This design comes from an exercise in tuning for small area, a short achievable clock period and few clock cycles per item on the open sky130 flow, not from production work. Where RTL was checked, it was by simulation tests only, not by an equivalence proof against the original. Function not checked in runs 2 to 8: the RTL went through the layout flow alone.

<file path="config.mk">
export PLATFORM = sky130hd
export DESIGN_NAME = bin2bcd
export DESIGN_NICKNAME = bin2bcd
export VERILOG_FILES = /design/flow/design.v
export SDC_FILE = /design/flow/constraint.sdc
export NUM_CORES = 4
export LEC_CHECK = 0
export CAP_MARGIN = 20
export CORE_MARGIN = 2
export CORE_UTILIZATION = 40
export SLEW_MARGIN = 20
</file>
<file path="constraint.sdc">
create_clock -name core_clock -period 5.0 [get_ports {clk}]
set_input_delay 1.0000 -clock core_clock [delete_from_list [all_inputs] [get_ports {clk}]]
set_output_delay 1.0000 -clock core_clock [all_outputs]
set_load 0.01 [all_outputs]
</file>
<file path="design.v">
`timescale 1ns / 1ps
module bin2bcd(
    input clk,
    input reset,
    input start,               
    input [11:0] bin_in,       
    output reg [15:0] bcd_out,  
    output reg done             
);
    reg [11:0] bin_q;
    always @(posedge clk)
        bin_q <= bin_in;
    always @(posedge clk or posedge reset)
    begin
        if (reset)
            done <= 1'b0;
        else
            done <= start;
    end
    integer i;
    reg [27:0] d;
    always @(*)
    begin
        d = {16'd0, bin_q};
        for (i = 0; i < 12; i = i + 1) begin
            if (d[15:12] > 4) d[15:12] = d[15:12] + 4'd3;
            if (d[19:16] > 4) d[19:16] = d[19:16] + 4'd3;
            if (d[23:20] > 4) d[23:20] = d[23:20] + 4'd3;
            if (d[27:24] > 4) d[27:24] = d[27:24] + 4'd3;
            d = d << 1;
        end
        bcd_out = d[27:12];
    end
endmodule
</file>
<file path="run.sh">
#!/bin/bash
# synth_recipe.tcl (not shown) runs the flow's synth.tcl, then flattens the netlist and writes it again
# the make line also repeats each setting of config.mk as NAME=value (left out here)
make -C /OpenROAD-flow-scripts/flow DESIGN_CONFIG=/design/flow/config.mk WORK_HOME=/design/flow/orfs CLKGATE_MAP_FILE= SYNTH_SCRIPT=/design/flow/synth_recipe.tcl finish
</file>
==> results.ini, run 1 <==
[status]
status = finished with violations
violations = negative setup slack

[sta]
slew_headroom_pct = 59.1
drv_slew = 0
worst-slew-pin-transition_ns = 0.605
finalSetupViolCount = 12
rsz0062_at_grt = yes
layout_min_cycle_time_ns = 7.05
setup_slack_ns = -2.05
fmax_mhz = 142
hold_viol = 0
min_period_over_period_pct = 141

[logic_synthesis]
synth_most_common_cell = nor2_1
synth_nets = 427
postSynthAreaPerCell_um2 = 6.91
synth_edf_count = 0
synth_seq_area_share_pct = 9.63
synth_commonest_cells = 44 x nor2_1, 42 x nand2_1, 31 x a21oi_1
synthTopCellsByArea = dfxtp_1 8.7%, nor2_1 6.0%, ha_1 5.9%
ys_async_sr_fraction_pct = 7.69
synth_ff_type = dfxtp_1
synth_seq_cells = 13
synth_cell_types = 80
synth_top_area_share_pct = 8.72
synth_area_mm2 = 0.00276
yosysWarnings = 1
synth_top_area_cell = dfxtp_1
syn_inst = 399

[routing]
drt_iter0_markers = 364
viasPerCell = 5.88
finalWirelength_um = 10600
route.vias.total = 3929
drc = 0
wire_per_inst_um = 15.8
drt_first_pass_iters = 5
ant_nets = 0

[clocking]
hold_buffers = 0
cts_buffers = 3
h-tree-depth = 1
cts_num_sinks = 13
clockBufferDepth = 2
clkTransAtPathRegs_ns = 0.07
cts_root_buffer = clkbuf_8
cts_tree = yes

[global_routing]
grt_overflow = 0
antenna_found_initial = 0
grt_pass1_wl_um = 17100
grt_max_degree = 24
grt_usage_pct = 27.2
grt_pass1_vias = 3817

[worst_setup_path]
end_kind = output port
path_common_cell = ha_4
arrival_ns = 6.05
critPathMaxFanout = 7
cp-start-kind = flop
crit_type = reg2out
cp_top_family = compound AO/OA/AOI/OAI gates
required_ns = 4.00
slowest_delay_ns = 0.39
slowest_stage = a2111oi_4
worst-path-buf-inv = 5

[placement]
dp_hpwl_um = 7260
port-buffer-count = 30
place_area_mm2 = 0.00441
gp_congestion = 0.942

[die]
die_h_um = 87.0
ios = 32
initial_utilization_pct = 41.0
num_rows = 30
die_w_um = 87.0
dieArea_mm2 = 0.00757
coreArea_mm2 = 0.00672

[final_layout]
area_delta_synth_final_pct = 78.2
multi_input_area_mm2 = 0.00276
antenna_cells = 0
nets = 617
n_fill_cell = 528
drive_gt1_share_pct = 49.3
regArea_um2 = 270
post-route-cell-area_mm2 = 0.00491

[min_path]
min_path_type = in2async

[run]
cap_violations = 0

-- worst max-delay path by stage --
stage,start,to,slack [ns],depth (start not counted)
final,bin_q[9]$_DFF_P_,bcd_out[10],-2.05,32
after global placement,bin_q[10]$_DFF_P_,bcd_out[10],-2.13,29
after floorplan,bin_q[9]$_DFF_P_,bcd_out[2],-1.74,31
after global routing,bin_q[9]$_DFF_P_,bcd_out[10],-2.36,32
after CTS,bin_q[9]$_DFF_P_,bcd_out[10],-2.02,33
after detailed placement,bin_q[10]$_DFF_P_,bcd_out[10],-2.23,29
-- cells by family after synthesis --
| group | share of synthesized area [%] |
|---|---|
| buffers and inverters | 6.81 |
| xor gates and xnor gates | 5.31 |
| and+or+nand+nor | 28.4 |
| adders and majority gates | 5.90 |
| muxes | 8.08 |
| other | 0.136 |
| AOI/OAI and AO/OA | 35.7 |
| DFF | 9.63 |
-- cells in the final DEF, fill, tap and decap left out, types with 7 or more instances in the layout --
cell               n
nor2_1            38
nand3_1           17
a21oi_1           24
o211ai_1          10
nand2_1           41
nand2b_1           7
o21ai_0           19
dfxtp_1           10
nor3_1             9
clkdlybuf4s50_1   16
buf_4            172
inv_1             12
buf_6             10
buf_2             11
xnor2_1            9
-- stage by stage --
step | setup slack, ns | hold WS, ns | cells | TNS [ns] | util, %
2_1_floorplan | -1.74 | 0.729 | 399 | -18.70 | -
3_3_place_gp | -2.13 | 1.14 | 631 | -23.17 | 65.7
3_5_place_dp | -2.23 | 1.14 | 631 | -24.60 | 65.7
4_1_cts | -2.02 | 0.869 | 663 | -21.67 | 70.6
5_1_grt | -2.36 | 0.876 | 668 | -25.65 | 73.1
6_report | -2.05 | 0.872 | 668 | -22.28 | 73.1
-- cell type report --
class                      instances  area share, %
clock buffer                       3          0.841
clock inverter                     1          0.102
inverter                          17           1.35
multi-input combinational        342           56.2
sequential                        13           5.50
tap                               80           2.04
timing repair buffer             212           33.9
-- flip-flops by register name, indices dropped and copies added (netlist names) --
signal and cells:
bin_q 12, done 1
-- per-layer routing --
layer / GRT usage [%] / share of wire [%]
met5: 0 / 0
met1: 34.6 / 43
met3: 4.36 / 5.1
met4: 6.96 / 2.1
met2: 47.4 / 50
-- repair_timing --
action	4_1_cts	5_1_grt
gates cloned	0	0
pin swaps	21	19
gates resized for setup	75	38
buffers inserted	29	8
endpoints found under the setup margin	14	14
Testbench counts, summed over its fixed seeds: cycles 3,200, conversions 3,200.
==> inputs of run 2 (changes only) <==
--- a/design.v
+++ b/design.v
@@ -18,4 +18,15 @@
             done <= start;
     end
+    function [3:0] add3;
+        input [3:0] d;
+        reg ge5;
+        begin
+            ge5 = d[3] | (d[2] & (d[1] | d[0]));
+            add3[3] = ge5;
+            add3[2] = (d[2] & ~d[1] & ~d[0]) | (d[3] & d[0]);
+            add3[1] = (d[1] & (~d[2] | d[0])) | (d[3] & ~d[0]);
+            add3[0] = ge5 ? ~d[0] : d[0];
+        end
+    endfunction
     integer i;
     reg [27:0] d;
@@ -24,8 +35,7 @@
         d = {16'd0, bin_q};
         for (i = 0; i < 12; i = i + 1) begin
-            if (d[15:12] > 4) d[15:12] = d[15:12] + 4'd3;
-            if (d[19:16] > 4) d[19:16] = d[19:16] + 4'd3;
-            if (d[23:20] > 4) d[23:20] = d[23:20] + 4'd3;
-            if (d[27:24] > 4) d[27:24] = d[27:24] + 4'd3;
+            if (i >= 3) d[15:12] = add3(d[15:12]);
+            if (i >= 6) d[19:16] = add3(d[19:16]);
+            if (i >= 9) d[23:20] = add3(d[23:20]);
             d = d << 1;
         end
==> run 2 against run 1 <==
Compared with the run above: critical path type unchanged; now clean on timing, DRC and antenna; via count shrank 38%; flip-flop and latch count is the same.
==> results.ini, run 2 <==
[placement]
port-buffer-count = 30  ; unchanged
dp_hpwl_um = 4170  ; -42%
dp_cells = 398  ; -37%
gp_congestion = 0.849  ; -9.9%

[clocking]
h-tree-depth = 1  ; unchanged
cts_buffers = 3  ; unchanged
clkTransAtPathRegs_ns = 0.05  ; -0.02 ns
cts_tree = yes
cts_root_buffer = clkbuf_8
cts_num_sinks = 13  ; unchanged
hold_buffers = 0  ; unchanged
clockBufferDepth = 2  ; unchanged

[final_layout]
n_fill_cell = 529  ; +0.19%
area_delta_synth_final_pct = 29.6
drive_gt1_share_pct = 22.6  ; -27 points
final_util_pct = 54.5  ; -19 points
final_common_cell = clkdlybuf4s50_1
final_cell_mix = 22 x clkdlybuf4s50_1, 21 x nand2_1, 20 x buf_4
nets = 352  ; -43%
antenna_cells = 0  ; unchanged
largest-register = bin_q
instances_no_fill = 406  ; -39%
largest_reg_flops = 12  ; unchanged
reg.largest.list = bin_q x12, done x1

[sta]
finalSetupViolCount = 0  ; -12
min_period_over_period_pct = 96.9  ; -44 points
hold_viol = 0  ; unchanged
layout_min_cycle_time_ns = 4.84  ; -2.20 ns
slew_headroom_pct = 58.7  ; -0.47 points
fmax_mhz = 206  ; +45%
drv_slew = 0  ; unchanged
worst-slew-pin-transition_ns = 0.620  ; +0.0148 ns
holdWs_ns = 0.894  ; +0.0213 ns
setup-tns-final_ns = 0  ; +22.28 ns

[logic_synthesis]
postSynthAreaPerCell_um2 = 7.16  ; +3.6%
ys_async_sr_fraction_pct = 7.69  ; unchanged
synth_top_area_share_pct = 11.0  ; +2.3 points
synth_seq_cells = 13  ; unchanged
yosysWarnings = 1  ; unchanged
syn_inst = 306  ; -23%
synthTopCellsByArea = dfxtp_1 11%, o21ai_0 3.9%, nand3_1 3.7%
synth_commonest_cells = 21 x nand2_1, 21 x nor2_1, 17 x o21ai_0
synth_edf_count = 0  ; unchanged
synth_area_mm2 = 0.00219  ; -21%
synth_cell_types = 80  ; unchanged
synth_seq_area_share_pct = 12.1  ; +2.5 points
synth_nets = 321  ; -25%
synth_top_area_cell = dfxtp_1
synth_ff_type = dfxtp_1

[routing]
route.vias.total = 2453  ; -38%
drt_first_pass_iters = 4  ; -1
wire_per_inst_um = 14.3  ; -9.6%
drt_iter0_markers = 225  ; -38%
finalWirelength_um = 5800  ; -45%
drc = 0  ; unchanged
ant_nets = 0  ; unchanged
viasPerCell = 6.04  ; +2.7%

[global_routing]
grt_pass1_vias = 2145  ; -44%
grt_usage_pct = 18.3  ; -8.9 points
grt_overflow = 0  ; unchanged
grt_max_degree = 22  ; -8.3%
antenna_found_initial = 0  ; unchanged
grt_pass1_wl_um = 9630  ; -44%

[die]
initial_utilization_pct = 42.1  ; +1.1 points
ios = 32  ; unchanged
die_h_um = 78.0  ; -10%
coreArea_mm2 = 0.00520  ; -23%
die_w_um = 78.0  ; -10%
dieArea_mm2 = 0.00608  ; -20%
num_rows = 26  ; -13%

[worst_setup_path]
arrival_ns = 3.84  ; -2.21 ns
crit_start = bin_q[7]$_DFF_P_
slowest_delay_ns = 0.55  ; +0.16 ns
slowest_stage = clkdlybuf4s50_1
critPathMaxFanout = 10  ; +3
end_kind = output port
required_ns = 4.00  ; about the same
path_common_cell = buf_4
crit_type = reg2out
cp-start-kind = flop
worst-path-buf-inv = 4  ; -1
cp_top_family = compound AO/OA/AOI/OAI gates
crit_chain = nor4bb_4 -> a221o_1 -> buf_4 -> o31ai_4 -> nand3_1 -> buf_4 -> o21ai_1 -> a211oi_1 -> buf_4 -> a211o_1 -> nand3_2 -> nor2_2 -> o32a_1 -> o21ai_1 -> clkdlybuf4s50_1

[status]
status = timing/DRC/antenna clean

[run]
cap_violations = 0  ; unchanged

[min_path]
min_path_type = in2async

-- run 2: cell types whose count changed after synthesis, moves of 6 or more --
cell      before  now
clkbuf_1      18   11
nor2_1        44   21
o21ai_0       25   17
mux2i_1       10    4
xnor2_1       11    3
inv_1         17   10
ha_1          13    0
a21oi_1       31    9
nand2_1       42   21
o21ai_1        2    8
o211ai_1      10    4
-- run 2: through the flow --
step                setup slack, ns  cell area, um2
global route                -0.0228            2840
floorplan                     0.622            2190
global placement              0.165            2580
detailed placement            0.151            2580
finish                        0.156            2840
CTS                         -0.0181            2650
-- run 2: logic make-up after synthesis --
| kind of cell | after synthesis | synth area share, % |
|---|---|---|
| other | 1 | 0.171 |
| AO/OA/AOI/OAI | 106 | 36.7 |
| XOR/XNOR | 5 | 2.00 |
| adder cells (fa/ha/maj) | 5 | 2.46 |
| flip-flops | 13 | 12.1 |
| buffers and inverters | 38 | 8.46 |
| AND/OR/NAND/NOR | 132 | 35.0 |
| multiplexers | 6 | 3.03 |
-- run 2: what timing repair did --
action,CTS,global route
resized for setup,6,41
pin swaps,1,7
setup buffers,1,3
gates cloned,0,0
endpoints found under the setup margin,5,12
-- run 2: how the worst max path moves through the flow --
stage | endpoint | slack (ns) | depth (start not counted)
after detailed placement | bcd_out[7] | 0.15 | 12
final | bcd_out[10] | 0.16 | 15
after CTS | bcd_out[9] | -0.02 | 13
after global routing | bcd_out[10] | -0.02 | 15
after floorplan | bcd_out[7] | 0.62 | 12
after global placement | bcd_out[7] | 0.16 | 12
-- run 2: cell type report --
type / count / area, um2 / area share, %
Inverter: 10 / 37.5 / 1.32
Clock buffer: 4 / 45.0 / 1.59
Sequential cell: 13 / 272 / 9.57
Tap cell: 70 / 87.6 / 3.09
Multi-Input combinational cell: 255 / 1880 / 66.4
Timing Repair Buffer: 54 / 512 / 18.0
-- run 2: layer usage --
layer  routed length, um  vias to the layer above  global-route usage (%)
met4                  35                        0                    4.21
li1                    -                     1234                       -
met3                 236                        4                   0.814
met2                2770                       66                    32.2
met1                2750                     1149                    24.6
met5                   0                        -                       0
==> inputs of run 3 (changes only) <==
==> design.v (replaced) <==
`timescale 1ns / 1ps
module bin2bcd(
    input clk,
    input reset,
    input start,               
    input [11:0] bin_in,       
    output reg [15:0] bcd_out,  
    output reg done             
);
    function [3:0] div5_step;    
        input [2:0] r;
        input b;
        reg [3:0] t;
        begin
            t = {r, b};          
            if (t >= 4'd5) div5_step = {1'b1, t[2:0] - 3'd5};
            else           div5_step = {1'b0, t[2:0]};
        end
    endfunction
    reg [8:0]  q1;
    reg [2:0]  r1;
    reg [3:0]  s;
    integer i;
    always @(*)
    begin : in_side
        r1 = 3'd0;
        q1 = 9'd0;
        for (i = 11; i >= 1; i = i - 1) begin
            s = div5_step(r1, bin_in[i]);
            if (i <= 9) q1[i-1] = s[3];
            r1 = s[2:0];
        end
    end
    reg [8:0] q1_q;      
    reg [2:0] r1_q;      
    reg       b0_q;      
    always @(posedge clk)
    begin
        q1_q <= q1;
        r1_q <= r1;
        b0_q <= bin_in[0];
    end
    always @(posedge clk or posedge reset)
    begin
        if (reset)
            done <= 1'b0;
        else
            done <= start;
    end
    reg [5:0] q2;
    reg [2:0] r2;
    reg [2:0] q3;
    reg [2:0] r3;
    reg [3:0] t;
    integer j;
    always @(*)
    begin
        r2 = 3'd0;
        q2 = 6'd0;
        for (j = 8; j >= 1; j = j - 1) begin
            t = div5_step(r2, q1_q[j]);
            if (j <= 6) q2[j-1] = t[3];
            r2 = t[2:0];
        end
        r3 = 3'd0;
        q3 = 3'd0;
        for (j = 5; j >= 1; j = j - 1) begin
            t = div5_step(r3, q2[j]);
            if (j <= 3) q3[j-1] = t[3];
            r3 = t[2:0];
        end
        bcd_out = {1'b0, q3, r3, q2[0], r2, q1_q[0], r1_q, b0_q};
    end
endmodule
==> run 3 against run 2 <==
Compared with the run above: the layout now fails its checks (negative setup slack); via count down 1.9%; global-route usage is 2.9 points higher; highest routed layer unchanged; non-clock buffer count increased by 114; synthesized area is 0.29% higher; sequential share of layout area fell by 3.3 points; hold slack lost 0.011 ns.
==> results.ini, run 3 <==
[status]
status = finished with violations
violations = negative setup slack

[logic_synthesis]
postSynthAreaPerCell_um2 = 8.61  ; +20%
synth_compound_area_share_pct = 22.4  ; -14 points
synth_top_area_cell = ha_1
synth_seq_area_share_pct = 13.0  ; +0.88 points
synth_edf_count = 0  ; unchanged
yosysWarnings = 1  ; unchanged
synthTopCellsByArea = ha_1 22%, dfxtp_1 12%, inv_1 6.5%
synth_most_common_cell = ha_1
synth_nets = 309  ; -3.7%
synth_top_area_share_pct = 22.2  ; +11 points
synth_cell_types = 59  ; -26%
ys_async_sr_fraction_pct = 7.14  ; -0.55 points
synth_area_mm2 = 0.00220  ; +0.29%
synth_ff_type = dfxtp_1
synthAdderAreaFrac_pct = 22.2  ; +20 points
syn_inst = 255  ; -17%
synthMuxAreaShare_pct = 12.2  ; +9.2 points
synth_top_family_by_area = compound AO/OA/AOI/OAI gates
synth_commonest_cells = 39 x ha_1, 38 x inv_1, 16 x nor2_1
synth_xor_area_share_pct = 6.32  ; +4.3 points
synth_seq_cells = 14  ; +1
yosys.area_share.simple_pct = 15.8  ; -19 points

[final_layout]
n_fill_cell = 258  ; -51%
reg.largest.list = q1_q x9, r1_q x3
final_common_cell = buf_4
multi_input_area_mm2 = 0.00260  ; +38%
antenna_cells = 0  ; unchanged
largest-register = q1_q
nets = 478  ; +36%
final_cell_mix = 120 x buf_4, 27 x inv_1, 24 x buf_6
instances_no_fill = 493  ; +21%
area_delta_synth_final_pct = 109
drive_gt1_share_pct = 69.5  ; +47 points
final_util_pct = 88.0  ; +33 points
regArea_um2 = 288  ; +6.0%
largest_reg_flops = 9  ; -3

[placement]
dp_slack_ns = -5.08  ; -5.23 ns
gp_congestion = 0.804  ; -5.4%
dp_cells = 448  ; +13%
port-buffer-count = 30  ; unchanged
dp_hpwl_um = 4480  ; +7.2%

[routing]
drc = 0  ; unchanged
viasPerCell = 4.88  ; -19%
ant_nets = 0  ; unchanged
drt_first_pass_iters = 7  ; +3
finalWirelength_um = 7330  ; +26%
route.vias.total = 2406  ; -1.9%
wire_per_inst_um = 14.9  ; +4.1%
drt_iter0_markers = 89  ; -60%

[die]
ios = 32  ; unchanged
num_rows = 26  ; unchanged
dieArea_mm2 = 0.00610  ; +0.27%
die_h_um = 78.1  ; +0.13%
initial_utilization_pct = 42.2  ; +0.12 points
coreArea_mm2 = 0.00520  ; unchanged
die_w_um = 78.1  ; +0.13%

[clocking]
hold_buffers = 0  ; unchanged
cts_root_buffer = clkbuf_8
cts_num_sinks = 14  ; +1
cts_buffers = 3  ; unchanged
clkTransAtPathRegs_ns = 0.07  ; +0.02 ns
clockBufferDepth = 2  ; unchanged
cts_tree = yes
h-tree-depth = 1  ; unchanged

[global_routing]
use_met1_pct = 28.3  ; +3.8 points
grt_pass1_wl_um = 10600  ; +10%
grt_usage_pct = 21.2  ; +2.9 points
grt_max_degree = 9  ; -59%
grtUsageMet3_pct = 1.03  ; +0.22 points
grt_use_met2_pct = 37.7  ; +5.5 points
grt_pass1_vias = 2353  ; +9.7%
globalRoute.busiestLayer = met2
grt_overflow = 0  ; unchanged
antenna_found_initial = 0  ; unchanged

[sta]
setup-tns-final_ns = -32.82  ; -32.82 ns
rsz0062_at_grt = yes
min_period_over_period_pct = 183  ; +86 points
setup_slack_ns = -4.16  ; -4.31 ns
holdWs_ns = 0.883  ; -0.0109 ns
worst-slew-pin-transition_ns = 0.507  ; -0.113 ns
fmax_mhz = 109  ; -47%
hold_viol = 0  ; unchanged
layout_min_cycle_time_ns = 9.16  ; +4.31 ns
slew_headroom_pct = 66.0  ; +7.3 points
drv_slew = 0  ; unchanged
finalSetupViolCount = 17  ; +17

[worst_setup_path]
arrival_ns = 9.28  ; +5.44 ns
required_ns = 5.13  ; +1.13 ns
cp-start-kind = input port
critPathMaxFanout = 3  ; -7
slowest_stage = a221oi_4
slowest_delay_ns = 0.35  ; -0.20 ns
crit_type = in2reg
end_kind = flop

[min_path]
min_path_type = in2async

[run]
cap_violations = 0  ; unchanged

==> run 3: cell count changes in the layout (fill, tap and decap cells not counted), moves of 9 or more <==
cell      delta
buf_4      +100
buf_6       +21
nand2_1     -19
ha_2        +18
ha_4        +18
inv_1       +17
nand3_1     -13
o21ai_0     -11
inv_2        +9
nand2b_4     +9
nor2b_4      +9
nor3_1       -9
==> run 3: cell type report <==
| cell class | count | share of cell area (%) |
|---|---|---|
| Multi-Input combinational cell | 199 | 56.8 |
| Sequential cell | 14 | 6.28 |
| Clock buffer | 4 | 1.20 |
| Inverter | 38 | 3.25 |
| Timing Repair Buffer | 168 | 30.5 |
| Tap cell | 70 | 1.91 |
==> run 3: cells by family (layout without fill, tap and decap cells) <==
| family | count (synthesis) | after routing |
|---|---|---|
| other | 1 | 1 |
| muxes | 24 | 24 |
| DFF | 14 | 14 |
| xor gates and xnor gates | 15 | 15 |
| AOI/OAI and AO/OA | 58 | 58 |
| buffers and inverters | 42 | 210 |
| adders and majority gates | 39 | 39 |
| and+or+nand+nor | 62 | 62 |
==> run 3: per-layer routing <==
metal	part of all wire (%)	vias to the layer above
li1	-	1226
met1	45	1138
met2	52	34
met3	1.6	8
met4	1.4	0
met5	0	-
==> run 3: timing repair <==
action | in CTS | in global routing
pin swaps | 51 | 24
resized for setup | 109 | 39
buffers inserted | 26 | 20
setup endpoints to repair | 18 | 18
==> run 3: worst max-delay path, delay by kind of cell <==
| kind | cells | cell delay [ns] |
|---|---|---|
| AOI/OAI and AO/OA | 12 | 2.75 |
| and+or+nand+nor | 14 | 1.75 |
| adders and majority gates | 9 | 1.55 |
| muxes | 5 | 0.98 |
| xor gates and xnor gates | 4 | 0.70 |
| buffers and inverters | 6 | 0.58 |
==> run 3: metrics by stage <==
stage	instance area, um2
after floorplan	2670
after global placement	3750
after detailed placement	3750
after CTS	4270
after global routing	4580
final	4580
==> run 3: worst max-delay path by stage <==
stage | start | depth (start not counted) | endpoint
after global placement | bin_in[9] | 51 | r1_q[1]$_DFF_P_
final | bin_in[9] | 50 | r1_q[1]$_DFF_P_
after floorplan | bin_in[9] | 51 | r1_q[1]$_DFF_P_
after CTS | bin_in[9] | 50 | r1_q[1]$_DFF_P_
after detailed placement | bin_in[9] | 53 | r1_q[1]$_DFF_P_
after global routing | bin_in[9] | 51 | r1_q[1]$_DFF_P_
==> inputs of run 4 (changes only) <==
--- a/design.v
+++ b/design.v
@@ -11,9 +11,9 @@
         input [2:0] r;
         input b;
-        reg [3:0] t;
         begin
-            t = {r, b};          
-            if (t >= 4'd5) div5_step = {1'b1, t[2:0] - 3'd5};
-            else           div5_step = {1'b0, t[2:0]};
+            div5_step[3] = r[2] | (r[1] & (r[0] | b));
+            div5_step[2] = (r[1] & ~r[0] & ~b) | (r[2] & b);
+            div5_step[1] = (~r[2] & ~r[1] & r[0]) | (r[1] & r[0] & b) | (r[2] & ~b);
+            div5_step[0] = (~r[2] & ~r[1] & b) | (r[1] & r[0] & ~b) | (r[2] & ~b);
         end
     endfunction
==> run 4 against run 3 <==
Compared with the run above: now clean on timing, DRC and antenna; core utilization shrank 42 points; wire length shrank 6.1%; hold slack gained 0.0024 ns; highest routed layer unchanged.
==> results.ini, run 4 <==
[final_layout]
final_common_cell = nand2_1
nets = 416  ; -13%
drive_gt1_share_pct = 9.00  ; -61 points
reg.largest.list = q1_q x9, r1_q x3
area_delta_synth_final_pct = 10.6
largest-register = q1_q
n_fill_cell = 673  ; +160%
post-route-cell-area_mm2 = 0.00296  ; -35%
final_cell_mix = 41 x nand2_1, 35 x nor2_1, 31 x a21oi_1
largest_reg_flops = 9  ; unchanged
antenna_cells = 0  ; unchanged

[die]
ios = 32  ; unchanged
die_w_um = 85.8  ; +9.8%
coreArea_mm2 = 0.00642  ; +23%
dieArea_mm2 = 0.00736  ; +21%
die_h_um = 85.8  ; +9.8%
initial_utilization_pct = 41.7  ; -0.54 points
num_rows = 29  ; +12%

[clocking]
cts_resized = 0  ; -100%
cts_tree = yes
cts_root_buffer = clkbuf_8
cts_buffers = 3  ; unchanged
clkTransAtPathRegs_ns = 0.06  ; about the same
h-tree-depth = 1  ; unchanged
cts_setup_buffers = 0  ; -100%
cts_num_sinks = 14  ; unchanged
clockBufferDepth = 2  ; unchanged
hold_buffers = 0  ; unchanged

[worst_setup_path]
path_common_cell = inv_1
arrival_ns = 3.41  ; -5.87 ns
critPathMaxFanout = 20  ; +17
worst-path-buf-inv = 4  ; -2
slowest_delay_ns = 0.73  ; +0.38 ns
cp-start-kind = flop
cp_top_family = buffers and inverters
end_kind = output port
crit_chain = inv_1 -> and4_1 -> o21ai_0 -> a31oi_1 -> a211oi_1 -> buf_4 -> inv_1 -> mux2_2 -> o311ai_0 -> clkdlybuf4s50_1
required_ns = 4.00  ; -1.13 ns
crit_path_end = bcd_out[5]
crit_type = reg2out
crit_start = q1_q[5]$_DFF_P_
slowest_stage = dfxtp_1
crit_cells = 10  ; -80%

[sta]
rsz0062_at_grt = no
setup-tns-final_ns = 0  ; +32.82 ns
setup_slack_ns = 0.591  ; +4.75 ns
worst-slew-pin-transition_ns = 0.831  ; +0.324 ns
min_period_over_period_pct = 88.2  ; -95 points
finalSetupViolCount = 0  ; -17
drv_slew = 0  ; unchanged
fmax_mhz = 227  ; +110%
layout_min_cycle_time_ns = 4.41  ; -4.75 ns
hold_viol = 0  ; unchanged
slew_headroom_pct = 44.4  ; -22 points
holdWs_ns = 0.885  ; +0.00243 ns

[status]
status = timing/DRC/antenna clean

[routing]
viasPerCell = 6.32  ; +30%
ant_nets = 0  ; unchanged
drc = 0  ; unchanged
drt_first_pass_iters = 19  ; +12
wire_per_inst_um = 14.4  ; -3.0%
finalWirelength_um = 6880  ; -6.1%
route.vias.total = 3017  ; +25%
drt_iter0_markers = 279  ; +210%

[logic_synthesis]
synth_commonest_cells = 41 x nand2_1, 35 x nor2_1, 31 x a21oi_1
synthTopCellsByArea = dfxtp_1 9.7%, a21oi_1 5.8%, nand2_1 5.8%
synth_cell_types = 83  ; +41%
synth_seq_cells = 14  ; unchanged
syn_inst = 403  ; +58%
postSynthAreaPerCell_um2 = 6.64  ; -23%
synth_edf_count = 0  ; unchanged
synth_area_mm2 = 0.00268  ; +22%
synthMuxAreaShare_pct = 3.41  ; -8.8 points
synth_nets = 418  ; +35%
synth_top_area_share_pct = 9.73  ; -12 points
yosysWarnings = 1  ; unchanged
synthAdderAreaFrac_pct = 0.374  ; -22 points
synth_xor_area_share_pct = 2.90  ; -3.4 points
synth_compound_area_share_pct = 42.3  ; +20 points
synth_ff_type = dfxtp_1
ys_async_sr_fraction_pct = 7.14  ; unchanged
synth_top_area_cell = dfxtp_1
yosys.area_share.simple_pct = 29.5  ; +14 points
synth_seq_area_share_pct = 10.7  ; -2.3 points
synth_most_common_cell = nand2_1
synth_top_family_by_area = compound AO/OA/AOI/OAI gates

[placement]
dp_slack_ns = 0.569  ; +5.65 ns
dp_hpwl_um = 4820  ; +7.6%
port-buffer-count = 30  ; unchanged
gp_congestion = 0.922  ; +15%
place_area_mm2 = 0.00290  ; -23%

[global_routing]
grt_pass1_vias = 2512  ; +6.8%
grt_max_degree = 35  ; +26
antenna_found_initial = 0  ; unchanged
grt_usage_pct = 18.5  ; -2.7 points
grt_overflow = 0  ; unchanged
grt_pass1_wl_um = 11700  ; +10%

[min_path]
min_path_type = in2async

[run]
cap_violations = 0  ; unchanged

[run 4: logic make-up after synthesis]
| kind of cell | count (synthesis) |
|---|---|
| compound gates | 159 |
| xor+xnor | 8 |
| fa+ha+maj | 1 |
| buf+inv | 59 |
| flops | 14 |
| mux | 8 |
| other cells | 1 |
| simple gates | 153 |
[run 4: worst min path at each step]
stage                     startpoint        endpoint  slack [ns]  cells after the start
after global routing           reset  done$_DFF_PP0_        0.89                      2
after CTS                      reset  done$_DFF_PP0_        0.88                      2
final                          reset  done$_DFF_PP0_        0.89                      2
after detailed placement       reset  done$_DFF_PP0_        1.14                      2
after floorplan                reset  done$_DFF_PP0_        0.73                      1
after global placement         reset  done$_DFF_PP0_        1.14                      2
[run 4: stage by stage]
stage | std cells | utilization [%]
after floorplan | 403 | -
after global placement | 473 | 45.2
after detailed placement | 473 | 45.2
after CTS | 477 | 46.1
after global routing | 477 | 46.1
final | 477 | 46.1
[run 4: routing by layer]
layer	up-vias	GRT usage, %	routed length, um
met5	-	0	0
met4	0	4.18	61
met3	7	0.962	483
met2	130	29.1	3000
met1	1359	27.7	3330
li1	1521	-	-
[run 4: final cells by class]
class / instances / area (um2) / area share (%)
multi-input cells: 330 / 2100 / 71.2
repair buffers: 39 / 368 / 12.4
flip-flops and latches: 14 / 285 / 9.64
well taps: 77 / 96.3 / 3.26
clock buffers: 4 / 55.1 / 1.86
inverters: 13 / 48.8 / 1.65
==> inputs of run 5 (changes only) <==
--- a/config.mk
+++ b/config.mk
@@ -9,3 +9,4 @@
 export CORE_MARGIN = 2
 export CORE_UTILIZATION = 40
+export SETUP_SLACK_MARGIN = 1.5
 export SLEW_MARGIN = 20
==> run 5 against run 4 <==
Compared with the run above: core utilization up 4.8 points; setup slack better by 1.0 ns; final cell count up 4.4%; wire length up 11%; synthesized cell count unchanged.
==> results.ini, run 5 <==
[sta]
slew_headroom_pct = 43.9  ; -0.54 points
setup-tns-final_ns = 0  ; unchanged
hold_viol = 0  ; unchanged
finalSetupViolCount = 0  ; unchanged
drv_slew = 0  ; unchanged
fmax_mhz = 294  ; +30%
layout_min_cycle_time_ns = 3.40  ; -1.01 ns
min_period_over_period_pct = 68.0  ; -20 points
worst-slew-pin-transition_ns = 0.839  ; +0.00809 ns
rsz0062_at_grt = yes
holdWs_ns = 0.885  ; -0.000469 ns

[final_layout]
antenna_cells = 0  ; unchanged
largest_reg_flops = 9  ; unchanged
final_cell_mix = 39 x nand2_1, 30 x nor2_1, 29 x a21oi_1
final_common_cell = nand2_1
drive_gt1_share_pct = 22.8  ; +14 points
nets = 437  ; +5.0%
reg.largest.list = q1_q x9, r1_q x3
n_fill_cell = 645  ; -4.2%
area_delta_synth_final_pct = 22.2
largest-register = q1_q

[die]
die_w_um = 85.8  ; unchanged
num_rows = 29  ; unchanged
ios = 32  ; unchanged
coreArea_mm2 = 0.00642  ; unchanged
initial_utilization_pct = 41.7  ; unchanged
die_h_um = 85.8  ; unchanged
dieArea_mm2 = 0.00736  ; unchanged

[routing]
wire_per_inst_um = 15.3  ; +5.9%
viasPerCell = 6.39  ; +1.1%
route.vias.total = 3183  ; +5.5%
drc = 0  ; unchanged
drt_iter0_markers = 251  ; -10%
finalWirelength_um = 7610  ; +11%
drt_first_pass_iters = 23  ; +4
ant_nets = 0  ; unchanged

[worst_setup_path]
critPathMaxFanout = 17  ; -15%
worst-path-buf-inv = 2  ; -2
crit_cells = 12  ; +2
crit_start = bin_in[7]
end_kind = flop
crit_chain = clkbuf_4 -> nand2b_1 -> o21ai_0 -> a32oi_4 -> nor2_4 -> buf_4 -> a21oi_2 -> nand3_1 -> a31o_1 -> o211a_1 -> and2_1 -> a221oi_2
crit_path_end = r1_q[0]$_DFF_P_
required_ns = 5.16  ; +1.16 ns
slowest_delay_ns = 0.36  ; -0.37 ns
cp_top_family = compound AO/OA/AOI/OAI gates
slowest_stage = a32oi_4
cp-start-kind = input port
crit_type = in2reg
arrival_ns = 3.56  ; +0.15 ns

[clocking]
cts_root_buffer = clkbuf_8
cts_num_sinks = 14  ; unchanged
clockBufferDepth = 2  ; unchanged
hold_buffers = 0  ; unchanged
h-tree-depth = 1  ; unchanged
cts_buffers = 3  ; unchanged
clkTransAtPathRegs_ns = 0.06  ; about the same
cts_tree = yes

[min_path]
min_path_type = in2async

[global_routing]
antenna_found_initial = 0  ; unchanged
grt_pass1_wl_um = 12200  ; +4.2%
grt_pass1_vias = 2591  ; +3.1%
grt_overflow = 0  ; unchanged
grt_usage_pct = 19.3  ; +0.85 points
grt_max_degree = 35  ; unchanged

[placement]
gp_congestion = 0.922  ; unchanged
port-buffer-count = 30  ; unchanged
dp_hpwl_um = 4820  ; unchanged

[run]
cap_violations = 0  ; unchanged

[logic_synthesis]
synth_top_area_share_pct = 9.73  ; unchanged
yosysWarnings = 1  ; unchanged
synth_nets = 418  ; unchanged
synthTopCellsByArea = dfxtp_1 9.7%, a21oi_1 5.8%, nand2_1 5.8%
synth_edf_count = 0  ; unchanged
syn_inst = 403  ; unchanged
ys_async_sr_fraction_pct = 7.14  ; unchanged
synth_ff_type = dfxtp_1
synth_commonest_cells = 41 x nand2_1, 35 x nor2_1, 31 x a21oi_1
synth_top_area_cell = dfxtp_1
synth_seq_cells = 14  ; unchanged
synth_most_common_cell = nand2_1
synth_cell_types = 83  ; unchanged
synth_area_mm2 = 0.00268  ; unchanged
synth_seq_area_share_pct = 10.7  ; unchanged
postSynthAreaPerCell_um2 = 6.64  ; unchanged

[status]
status = timing/DRC/antenna clean

run 5: cell counts after synthesis:
Identical to the previous run, type by type.
run 5: worst min path at each step:
| stage | cells past startpoint | slack (ns) | end | startpoint |
|---|---|---|---|---|
| floorplan | 1 | 0.73 | done$_DFF_PP0_ | reset |
| global placement | 2 | 1.14 | done$_DFF_PP0_ | reset |
| detailed placement | 2 | 1.14 | done$_DFF_PP0_ | reset |
| CTS | 2 | 0.88 | done$_DFF_PP0_ | reset |
| global route | 2 | 0.89 | done$_DFF_PP0_ | reset |
| finish | 2 | 0.88 | done$_DFF_PP0_ | reset |
run 5: kinds of logic (layout without fill, tap and decap cells):
family	after synthesis	in the layout	synth area share, %
adders and majority gates	1	1	0.374
AOI/OAI and AO/OA	159	159	42.3
muxes	8	8	3.41
buffers and inverters	59	75	10.7
xor gates and xnor gates	8	8	2.90
other	1	1	0.140
and+or+nand+nor	153	155	29.5
DFF	14	14	10.7
run 5: final cells by class:
type | instances | area, um2 | share of cell area, %
flip-flops and latches | 14 | 304 | 9.30
well taps | 77 | 96.3 | 2.95
multi-input cells | 332 | 2280 | 69.8
clock buffers | 4 | 55.1 | 1.68
inverters | 13 | 51.3 | 1.57
repair buffers | 58 | 480 | 14.7
run 5: metal layers:
layer	share of wire [%]	track usage, %	vias up
met2	47	31.2	150
met5	0	0	-
met4	1.4	4.62	0
met3	7.3	0.962	20
li1	-	-	1561
met1	45	28.3	1452
run 5: stage by stage:
step	area, um2	worst slack (ns)	cells	util, %
final	3270	1.60	498	50.9
after global routing	3270	1.42	498	50.9
after CTS	3110	1.42	486	48.4
after detailed placement	2900	0.569	473	45.2
after global placement	2900	0.675	473	45.2
after floorplan	2680	1.64	403	-
run 5: timing repair:
item                       in CTS  in global routing
setup buffers                   9                 10
pin swaps                       3                 11
gates resized for setup        53                 50
setup endpoints to repair      15                 11
gates cloned                    0                  2
==> inputs of run 6 (changes only) <==
--- a/config.mk
+++ b/config.mk
@@ -6,4 +6,5 @@
 export NUM_CORES = 4
 export LEC_CHECK = 0
+export ABC_CLOCK_PERIOD_IN_PS = 2500
 export CAP_MARGIN = 20
 export CORE_MARGIN = 2
==> run 6 against run 5 <==
Compared with the run above: non-clock buffer count did not move; global-route usage unchanged; critical path depth unchanged; final cell count did not move; synthesized cell count unchanged.
==> results.ini, run 6 <==
[status]
status = timing/DRC/antenna clean

[routing]
drt_first_pass_iters = 23  ; unchanged
route.vias.total = 3183  ; unchanged
drt_iter0_markers = 251  ; unchanged
wire_per_inst_um = 15.3  ; unchanged
ant_nets = 0  ; unchanged
viasPerCell = 6.39  ; unchanged
drc = 0  ; unchanged
finalWirelength_um = 7610  ; unchanged

[die]
num_rows = 29  ; unchanged
die_h_um = 85.8  ; unchanged
dieArea_mm2 = 0.00736  ; unchanged
initial_utilization_pct = 41.7  ; unchanged
coreArea_mm2 = 0.00642  ; unchanged
ios = 32  ; unchanged
die_w_um = 85.8  ; unchanged

[final_layout]
n_fill_cell = 645  ; unchanged
largest_reg_flops = 9  ; unchanged
final_util_pct = 50.9  ; unchanged
antenna_cells = 0  ; unchanged
reg.largest.list = q1_q x9, r1_q x3
final_cell_mix = 39 x nand2_1, 30 x nor2_1, 29 x a21oi_1
largest-register = q1_q
area_delta_synth_final_pct = 22.2  ; unchanged
drive_gt1_share_pct = 22.8  ; unchanged
final_common_cell = nand2_1
nets = 437  ; unchanged

[worst_setup_path]
slowest_stage = a32oi_4
end_kind = flop
slowest_delay_ns = 0.36  ; about the same
crit_chain = clkbuf_4 -> nand2b_1 -> o21ai_0 -> a32oi_4 -> nor2_4 -> buf_4 -> a21oi_2 -> nand3_1 -> a31o_1 -> o211a_1 -> and2_1 -> a221oi_2
crit_type = in2reg
required_ns = 5.16  ; about the same
cp_top_family = compound AO/OA/AOI/OAI gates
cp-start-kind = input port
crit_start = bin_in[7]
critPathMaxFanout = 17  ; unchanged
arrival_ns = 3.56  ; about the same
worst-path-buf-inv = 2  ; unchanged

[global_routing]
grt_pass1_vias = 2591  ; unchanged
grt_usage_pct = 19.3  ; unchanged
antenna_found_initial = 0  ; unchanged
grt_overflow = 0  ; unchanged
grt_max_degree = 35  ; unchanged
grt_pass1_wl_um = 12200  ; unchanged

[logic_synthesis]
synth_cell_types = 83  ; unchanged
ys_async_sr_fraction_pct = 7.14  ; unchanged
synth_edf_count = 0  ; unchanged
synthTopCellsByArea = dfxtp_1 9.7%, a21oi_1 5.8%, nand2_1 5.8%
synth_nets = 418  ; unchanged
synth_commonest_cells = 41 x nand2_1, 35 x nor2_1, 31 x a21oi_1
synth_seq_area_share_pct = 10.7  ; unchanged
synth_top_area_cell = dfxtp_1
synth_area_mm2 = 0.00268  ; unchanged
postSynthAreaPerCell_um2 = 6.64  ; unchanged
synth_seq_cells = 14  ; unchanged
yosysWarnings = 1  ; unchanged
synth_ff_type = dfxtp_1
syn_inst = 403  ; unchanged
synth_most_common_cell = nand2_1
synth_top_area_share_pct = 9.73  ; unchanged

[sta]
slew_headroom_pct = 43.9  ; unchanged
layout_min_cycle_time_ns = 3.40  ; unchanged
fmax_mhz = 294  ; unchanged
drv_slew = 0  ; unchanged
worst-slew-pin-transition_ns = 0.839  ; unchanged
holdWs_ns = 0.885  ; unchanged
setup-tns-final_ns = 0  ; unchanged
hold_viol = 0  ; unchanged
finalSetupViolCount = 0  ; unchanged
rsz0062_at_grt = yes
min_period_over_period_pct = 68.0  ; unchanged

[clocking]
clockBufferDepth = 2  ; unchanged
hold_buffers = 0  ; unchanged
h-tree-depth = 1  ; unchanged
cts_tree = yes
cts_root_buffer = clkbuf_8
cts_num_sinks = 14  ; unchanged
cts_buffers = 3  ; unchanged
clkTransAtPathRegs_ns = 0.06  ; about the same

[placement]
dp_hpwl_um = 4820  ; unchanged
gp_congestion = 0.922  ; unchanged
port-buffer-count = 30  ; unchanged

[min_path]
min_path_type = in2async

[run]
cap_violations = 0  ; unchanged

==> run 6: timing repair <==
| item | CTS | global route |
|---|---|---|
| cloned | 0 | 2 |
| resized for setup | 53 | 50 |
| buffers inserted | 9 | 10 |
| pin swaps | 3 | 11 |
| endpoints found under the setup margin | 15 | 11 |
==> run 6: routing by layer <==
layer  track usage (%)  up-vias  share of wire [%]  wire length [um]
li1                  -     1561                  -                 -
met1              28.3     1452                 45              3410
met2              31.2      150                 47              3540
met3             0.962       20                7.3               552
met4              4.62        0                1.4               106
met5                 0        -                  0                 0
==> run 6: worst paths after layout <==
| check | endpoint | cells past startpoint |
|---|---|---|
| worst max-delay path | r1_q[0]$_DFF_P_ | 12 |
| worst min-delay path | done$_DFF_PP0_ | 2 |
| max in group asynchronous | done$_DFF_PP0_ | 2 |
| min in group core_clock | q1_q[8]$_DFF_P_ | 2 |
==> run 6: through the flow <==
stage	instances	area, um2	setup WS, ns
floorplan	403	2680	1.64
global placement	473	2900	0.675
detailed placement	473	2900	0.569
CTS	486	3110	1.42
global route	498	3270	1.42
finish	498	3270	1.60
==> run 6: kinds of logic after synthesis <==
family | after synthesis | share of synthesized area, %
adders and majority gates | 1 | 0.374
muxes | 8 | 3.41
DFF | 14 | 10.7
xor gates and xnor gates | 8 | 2.90
and+or+nand+nor | 153 | 29.5
other | 1 | 0.140
buffers and inverters | 59 | 10.7
AOI/OAI and AO/OA | 159 | 42.3
==> run 6: area by class of cell <==
type,instances,area (um2),share of cell area (%)
Timing Repair Buffer,58,480,14.7
Clock buffer,4,55.1,1.68
Sequential cell,14,304,9.30
Inverter,13,51.3,1.57
Tap cell,77,96.3,2.95
Multi-Input combinational cell,332,2280,69.8
==> inputs of run 7 (changes only) <==
--- a/config.mk
+++ b/config.mk
@@ -6,5 +6,5 @@
 export NUM_CORES = 4
 export LEC_CHECK = 0
-export ABC_CLOCK_PERIOD_IN_PS = 2500
+export ABC_AREA = 1
 export CAP_MARGIN = 20
 export CORE_MARGIN = 2
==> run 7 against run 6 <==
Compared with the run above: still clean on timing, DRC and antenna; synthesized cell count is 21% lower; non-clock buffer count down 18; clock-buffer cell count unchanged; via count is 36% lower; hold slack got worse by 0.0048 ns; wire length decreased by 43%; first-iteration DRC count down 82%; largest cell class unchanged; highest routed layer unchanged.
==> results.ini, run 7 <==
[clocking]
cts_num_sinks = 14  ; unchanged
hold_buffers = 0  ; unchanged
h-tree-depth = 1  ; unchanged
cts_root_buffer = clkbuf_8
cts_buffers = 3  ; unchanged
clkTransAtPathRegs_ns = 0.06  ; about the same
clockBufferDepth = 2  ; unchanged
cts_tree = yes

[routing]
ant_nets = 0  ; unchanged
drt_first_pass_iters = 4  ; -83%
viasPerCell = 5.00  ; -22%
drc = 0  ; unchanged
finalWirelength_um = 4370  ; -43%
drt_iter0_markers = 46  ; -82%
wire_per_inst_um = 10.7  ; -30%
route.vias.total = 2049  ; -36%

[logic_synthesis]
postSynthAreaPerCell_um2 = 5.27  ; -21%
synth_edf_count = 0  ; unchanged
synth_cell_types = 29  ; -65%
synth_nets = 335  ; -20%
synth_top_area_share_pct = 20.3  ; +11 points
ys_async_sr_fraction_pct = 7.14  ; unchanged
yosysWarnings = 1  ; unchanged
synth_most_common_cell = nand2_1
syn_inst = 320  ; -21%
synth_top_area_cell = nand2_1
synth_area_mm2 = 0.00169  ; -37%
synth_seq_area_share_pct = 16.9  ; +6.2 points
synth_seq_cells = 14  ; unchanged
synth_commonest_cells = 91 x nand2_1, 49 x inv_1, 37 x nor2_1
synth_ff_type = dfxtp_1
synthTopCellsByArea = nand2_1 20%, dfxtp_1 15%, inv_1 11%

[global_routing]
grt_usage_pct = 17.2  ; -2.1 points
grt_pass1_vias = 1623  ; -37%
antenna_found_initial = 0  ; unchanged
grt_overflow = 0  ; unchanged
grt_max_degree = 9  ; -74%
grt_pass1_wl_um = 6410  ; -48%

[final_layout]
multi_input_area_mm2 = 0.00157  ; -31%
final_common_cell = nand2_1
drive_gt1_share_pct = 41.4  ; +19 points
largest-register = q1_q
final_cell_mix = 70 x nand2_1, 40 x inv_1, 27 x nand2_2
reg.largest.list = q1_q x9, r1_q x3
area_delta_synth_final_pct = 49.6
largest_reg_flops = 9  ; unchanged
regArea_um2 = 287  ; -5.8%
antenna_cells = 0  ; unchanged
nets = 376  ; -14%
n_fill_cell = 402  ; -38%

[worst_setup_path]
slowest_stage = dfxtp_2
arrival_ns = 2.81  ; -0.75 ns
crit_chain = inv_2 -> nor2_4 -> inv_2 -> nor2_4 -> inv_2 -> nor2_2 -> inv_2 -> nand3_4 -> o31ai_4 -> nand2_1 -> nand3_1 -> o21a_1 -> nor2_2 -> inv_2 -> o21ai_4 -> buf_4 -> buf_4 -> o22ai_4 -> nor2_2 -> nor2_1 -> a31oi_1 -> buf_2
cp-start-kind = flop
end_kind = output port
worst-path-buf-inv = 8  ; +6
crit_path_end = bcd_out[9]
cp_top_family = simple AND/OR/NAND/NOR gates
critPathMaxFanout = 4  ; -13
path_common_cell = inv_2
slowest_delay_ns = 0.33  ; -0.03 ns
crit_start = q1_q[8]$_DFF_P_
crit_cells = 22  ; +10
crit_type = reg2out
required_ns = 4.00  ; -1.16 ns

[sta]
rsz0062_at_grt = yes
hold_viol = 0  ; unchanged
setup-tns-final_ns = 0  ; unchanged
finalSetupViolCount = 0  ; unchanged
holdWs_ns = 0.880  ; -0.00481 ns
layout_min_cycle_time_ns = 3.81  ; +0.405 ns
drv_slew = 0  ; unchanged
min_period_over_period_pct = 76.1  ; +8.1 points
fmax_mhz = 263  ; -11%

[status]
status = timing/DRC/antenna clean

[placement]
gp_congestion = 0.828  ; -10%
dp_hpwl_um = 2980  ; -38%
port-buffer-count = 30  ; unchanged

[run]
cap_violations = 0  ; unchanged

[die]
die_w_um = 68.9  ; -20%
coreArea_mm2 = 0.00403  ; -37%
initial_utilization_pct = 41.9  ; +0.21 points
ios = 32  ; unchanged
die_h_um = 68.9  ; -20%
dieArea_mm2 = 0.00475  ; -35%
num_rows = 23  ; -21%

[min_path]
min_path_type = in2async

run 7: repair_timing:
action	4_1_cts	5_1_grt
endpoints found under the hold margin	0	0
resized for setup	70	109
pin swaps	13	41
setup buffers	5	5
endpoints found under the setup margin	13	15
run 7: logic make-up (layout without fill, tap and decap cells):
kind of cell	after synthesis	in the layout	synth area share [%]
AOI/OAI and AO/OA	46	46	15.4
and+or+nand+nor	194	194	52.4
DFF	14	14	16.9
buffers and inverters	65	105	15.1
other	1	1	0.222
run 7: through the flow:
stage / area (um2) / instances / utilization [%] / setup WS [ns]
6_report: 2520 / 410 / 62.6 / 1.19
5_1_grt: 2520 / 410 / 62.6 / 0.988
4_1_cts: 2210 / 405 / 54.9 / 1.13
3_5_place_dp: 2020 / 396 / 50.2 / 0.782
3_3_place_gp: 2020 / 396 / 50.2 / 0.820
2_1_floorplan: 1690 / 320 / - / 1.53
run 7: final cells by class:
type,count,area share [%]
clock buffer,4,2.18
multi-input combinational,241,62.1
sequential,14,11.4
timing repair buffer,40,12.7
tap,50,2.48
inverter,61,9.18
run 7: how the worst min path moves through the flow:
| stage | cells past startpoint | slack [ns] | start | end |
|---|---|---|---|---|
| after floorplan | 1 | 0.73 | reset | done$_DFF_PP0_ |
| after global placement | 2 | 1.14 | reset | done$_DFF_PP0_ |
| after detailed placement | 2 | 1.14 | reset | done$_DFF_PP0_ |
| after CTS | 2 | 0.87 | reset | done$_DFF_PP0_ |
| after global routing | 2 | 0.89 | reset | done$_DFF_PP0_ |
| final | 2 | 0.88 | reset | done$_DFF_PP0_ |
run 7: routing by layer:
metal | vias up | track usage (%) | part of all wire, %
li1 | 1094 | - | -
met1 | 922 | 22.6 | 46
met2 | 29 | 28.2 | 50
met3 | 4 | 2.76 | 2.6
met4 | 0 | 6.62 | 1.4
met5 | - | 0 | 0
==> inputs of run 8 (changes only) <==
--- a/config.mk
+++ b/config.mk
@@ -10,4 +10,3 @@
 export CORE_MARGIN = 2
 export CORE_UTILIZATION = 40
-export SETUP_SLACK_MARGIN = 1.5
 export SLEW_MARGIN = 20
==> run 8 against run 7 <==
Compared with the run above: synthesized cell count stayed put; final cell count is 2.4% lower; critical path type unchanged; clock-buffer cell count stayed put; critical endpoint is now bcd_out[11].
==> results.ini, run 8 <==
[die]
ios = 32  ; unchanged
coreArea_mm2 = 0.00403  ; unchanged
die_w_um = 68.9  ; unchanged
dieArea_mm2 = 0.00475  ; unchanged
num_rows = 23  ; unchanged
initial_utilization_pct = 41.9  ; unchanged
die_h_um = 68.9  ; unchanged

[final_layout]
largest-register = q1_q
n_fill_cell = 434  ; +8.0%
area_delta_synth_final_pct = 23.2
final_cell_mix = 91 x nand2_1, 49 x inv_1, 37 x nor2_1
antenna_cells = 0  ; unchanged
final_common_cell = nand2_1
drive_gt1_share_pct = 12.3  ; -29 points
reg.largest.list = q1_q x9, r1_q x3
instances_no_fill = 400  ; -2.4%
largest_reg_flops = 9  ; unchanged
nets = 366  ; -2.7%
final_util_pct = 51.6  ; -11 points

[worst_setup_path]
slowest_stage = clkdlybuf4s50_1
end_kind = output port
crit_chain = inv_1 -> nor2_1 -> inv_1 -> nor2_1 -> inv_1 -> nor2_1 -> inv_1 -> o21ai_1 -> nor2_1 -> o21a_1 -> nor2_1 -> inv_1 -> o21ai_0 -> inv_1 -> nor2_1 -> inv_1 -> o22ai_1 -> inv_1 -> o21ai_0 -> clkdlybuf4s50_1
path_common_cell = inv_1
crit_type = reg2out
slowest_delay_ns = 0.55  ; +0.22 ns
arrival_ns = 3.52  ; +0.71 ns
critPathMaxFanout = 4  ; unchanged
required_ns = 4.00  ; about the same
cp-start-kind = flop

[clocking]
cts_buffers = 3  ; unchanged
cts_setup_buffers = 0  ; -5
cts_root_buffer = clkbuf_8
cts_tree = yes
clockBufferDepth = 2  ; unchanged
cts_num_sinks = 14  ; unchanged
hold_buffers = 0  ; unchanged
cts_resized = 0  ; -100%
clkTransAtPathRegs_ns = 0.06  ; about the same
h-tree-depth = 1  ; unchanged

[sta]
hold_viol = 0  ; unchanged
min_period_over_period_pct = 90.3  ; +14 points
drv_slew = 0  ; unchanged
rsz0062_at_grt = no
setup-tns-final_ns = 0  ; unchanged
layout_min_cycle_time_ns = 4.52  ; +0.711 ns
fmax_mhz = 221  ; -16%
setup_slack_ns = 0.483  ; -0.711 ns
finalSetupViolCount = 0  ; unchanged

[status]
status = timing/DRC/antenna clean

[logic_synthesis]
synth_seq_area_share_pct = 16.9  ; unchanged
synth_area_mm2 = 0.00169  ; unchanged
synthTopCellsByArea = nand2_1 20%, dfxtp_1 15%, inv_1 11%
ys_async_sr_fraction_pct = 7.14  ; unchanged
synth_edf_count = 0  ; unchanged
yosysWarnings = 1  ; unchanged
synth_nets = 335  ; unchanged
synth_cell_types = 29  ; unchanged
synth_seq_cells = 14  ; unchanged
syn_inst = 320  ; unchanged
postSynthAreaPerCell_um2 = 5.27  ; unchanged
synth_commonest_cells = 91 x nand2_1, 49 x inv_1, 37 x nor2_1
synth_top_area_share_pct = 20.3  ; unchanged
synth_ff_type = dfxtp_1
synth_most_common_cell = nand2_1
synth_top_area_cell = nand2_1

[routing]
wire_per_inst_um = 8.84  ; -17%
ant_nets = 0  ; unchanged
drt_iter0_markers = 71  ; +54%
viasPerCell = 4.73  ; -5.4%
route.vias.total = 1891  ; -7.7%
drt_first_pass_iters = 4  ; unchanged
finalWirelength_um = 3530  ; -19%
drc = 0  ; unchanged

[placement]
gp_congestion = 0.828  ; unchanged
port-buffer-count = 30  ; unchanged
dp_slack_ns = 0.782  ; unchanged
dp_cells = 396  ; unchanged
dp_hpwl_um = 2980  ; unchanged

[global_routing]
grt_max_degree = 9  ; unchanged
grt_pass1_vias = 1520  ; -6.3%
antenna_found_initial = 0  ; unchanged
grt_overflow = 0  ; unchanged
grt_usage_pct = 16.0  ; -1.2 points
grt_pass1_wl_um = 5980  ; -6.7%

[min_path]
min_path_type = in2async

[run]
cap_violations = 0  ; unchanged

==> run 8: changes by cell type in the layout (fill, tap and decap cells not counted), moves of 13 or more <==
cell,delta
nand2_1,+21
nand3_1,+13
nand2_2,-15
nor2_1,+17
clkdlybuf4s50_1,+14
==> run 8: through the flow <==
step / area, um2 / hold WS (ns)
floorplan: 1690 / 0.729
global placement: 2020 / 1.14
CTS: 2080 / 0.874
detailed placement: 2020 / 1.14
global route: 2080 / 0.892
finish: 2080 / 0.883
==> run 8: metal layers <==
layer	vias to the layer above	global-route usage, %	routed length (um)
met5	-	0	0
met4	0	6.13	35
met3	2	2.11	68
met2	21	24.3	1460
met1	797	22.8	1970
li1	1071	-	-
==> run 8: layout make-up <==
| class | count | area [um2] | share of cell area (%) |
|---|---|---|---|
| multi-input combinational | 241 | 1150 | 55.1 |
| timing repair buffer | 30 | 300 | 14.4 |
| sequential | 14 | 285 | 13.7 |
| inverter | 61 | 229 | 11.0 |
| tap | 50 | 62.6 | 3.01 |
| clock buffer | 4 | 55.1 | 2.65 |
==> run 8: logic make-up after synthesis <==
kind of cell / after synthesis / synth area share (%)
buffers and inverters: 65 / 15.1
and+or+nand+nor: 194 / 52.4
DFF: 14 / 16.9
other: 1 / 0.222
AOI/OAI and AO/OA: 46 / 15.4
==> run 8: path summary, 6_finish.rpt <==
path,startpoint,to,slack [ns],depth (start not counted)
min in group core_clock,start,done$_DFF_PP0_,1.19,1
setup / recovery,q1_q[8]$_DFF_P_,bcd_out[11],0.48,20
max in group asynchronous,reset,done$_DFF_PP0_,4.03,2
hold / removal,reset,done$_DFF_PP0_,0.88,2
==> run 8: critical path: cells and delay by family, from the launching register on <==
family / cells / cell delay, ns
AND/OR/NAND/NOR: 6 / 0.69
AO/OA/AOI/OAI: 5 / 1.13
flip-flops: 1 / 0.32
buffers and inverters: 9 / 1.14

-- static timing again, ports no longer ideal --
The results above use ideal ports. As a check the final layouts listed here were re-extracted and re-timed, cells and wires unchanged. Step 1 (the two cells are an assumption about what drives the block):
set clk [get_ports {clk}]
set_driving_cell -lib_cell sky130_fd_sc_hd__clkbuf_16 $clk
set_driving_cell -lib_cell sky130_fd_sc_hd__buf_2 [delete_from_list [all_inputs] $clk]
Step 2 times the ports against the registers' clock, not the clock port: input delays grow and output delays shrink by t, the midpoint of the rising clock arrivals with the driver on. a / b / c = no drivers / after step 1 / after step 2; a / b = the first two.
run | t (ns) | setup WS [ns] | worst hold slack (ns)
run 1 | 0.279 | -2.048 / -2.073 / -1.794 | 0.872 / 0.868 / 1.147
run 2 | 0.253 | 0.156 / 0.136 / 0.389 | 0.894 / 0.895 / 1.148
run 3 | 0.273 | -4.158 / -4.169 / -4.442 | 0.883 / 0.875 / 1.148
run 4 | 0.262 | 0.591 / 0.568 / 0.503 | 0.885 / 0.886 / 1.147
run 5 | 0.262 | 1.599 / 1.579 / 1.338 | 0.885 / 0.886 / 1.147
run 6 | 0.262 | 1.599 / 1.579 / 1.338 | 0.885 / 0.886 / 1.147
run 7 | 0.267 | 1.194 / 1.169 / 1.405 | 0.880 / 0.875 / 1.142
run 8 | 0.268 | 0.483 / 0.456 / 0.724 | 0.883 / 0.877 / 1.144
The setup slack of run 3, which loses most, moves by -0.011 ns with the drivers and by -0.284 ns with both steps.
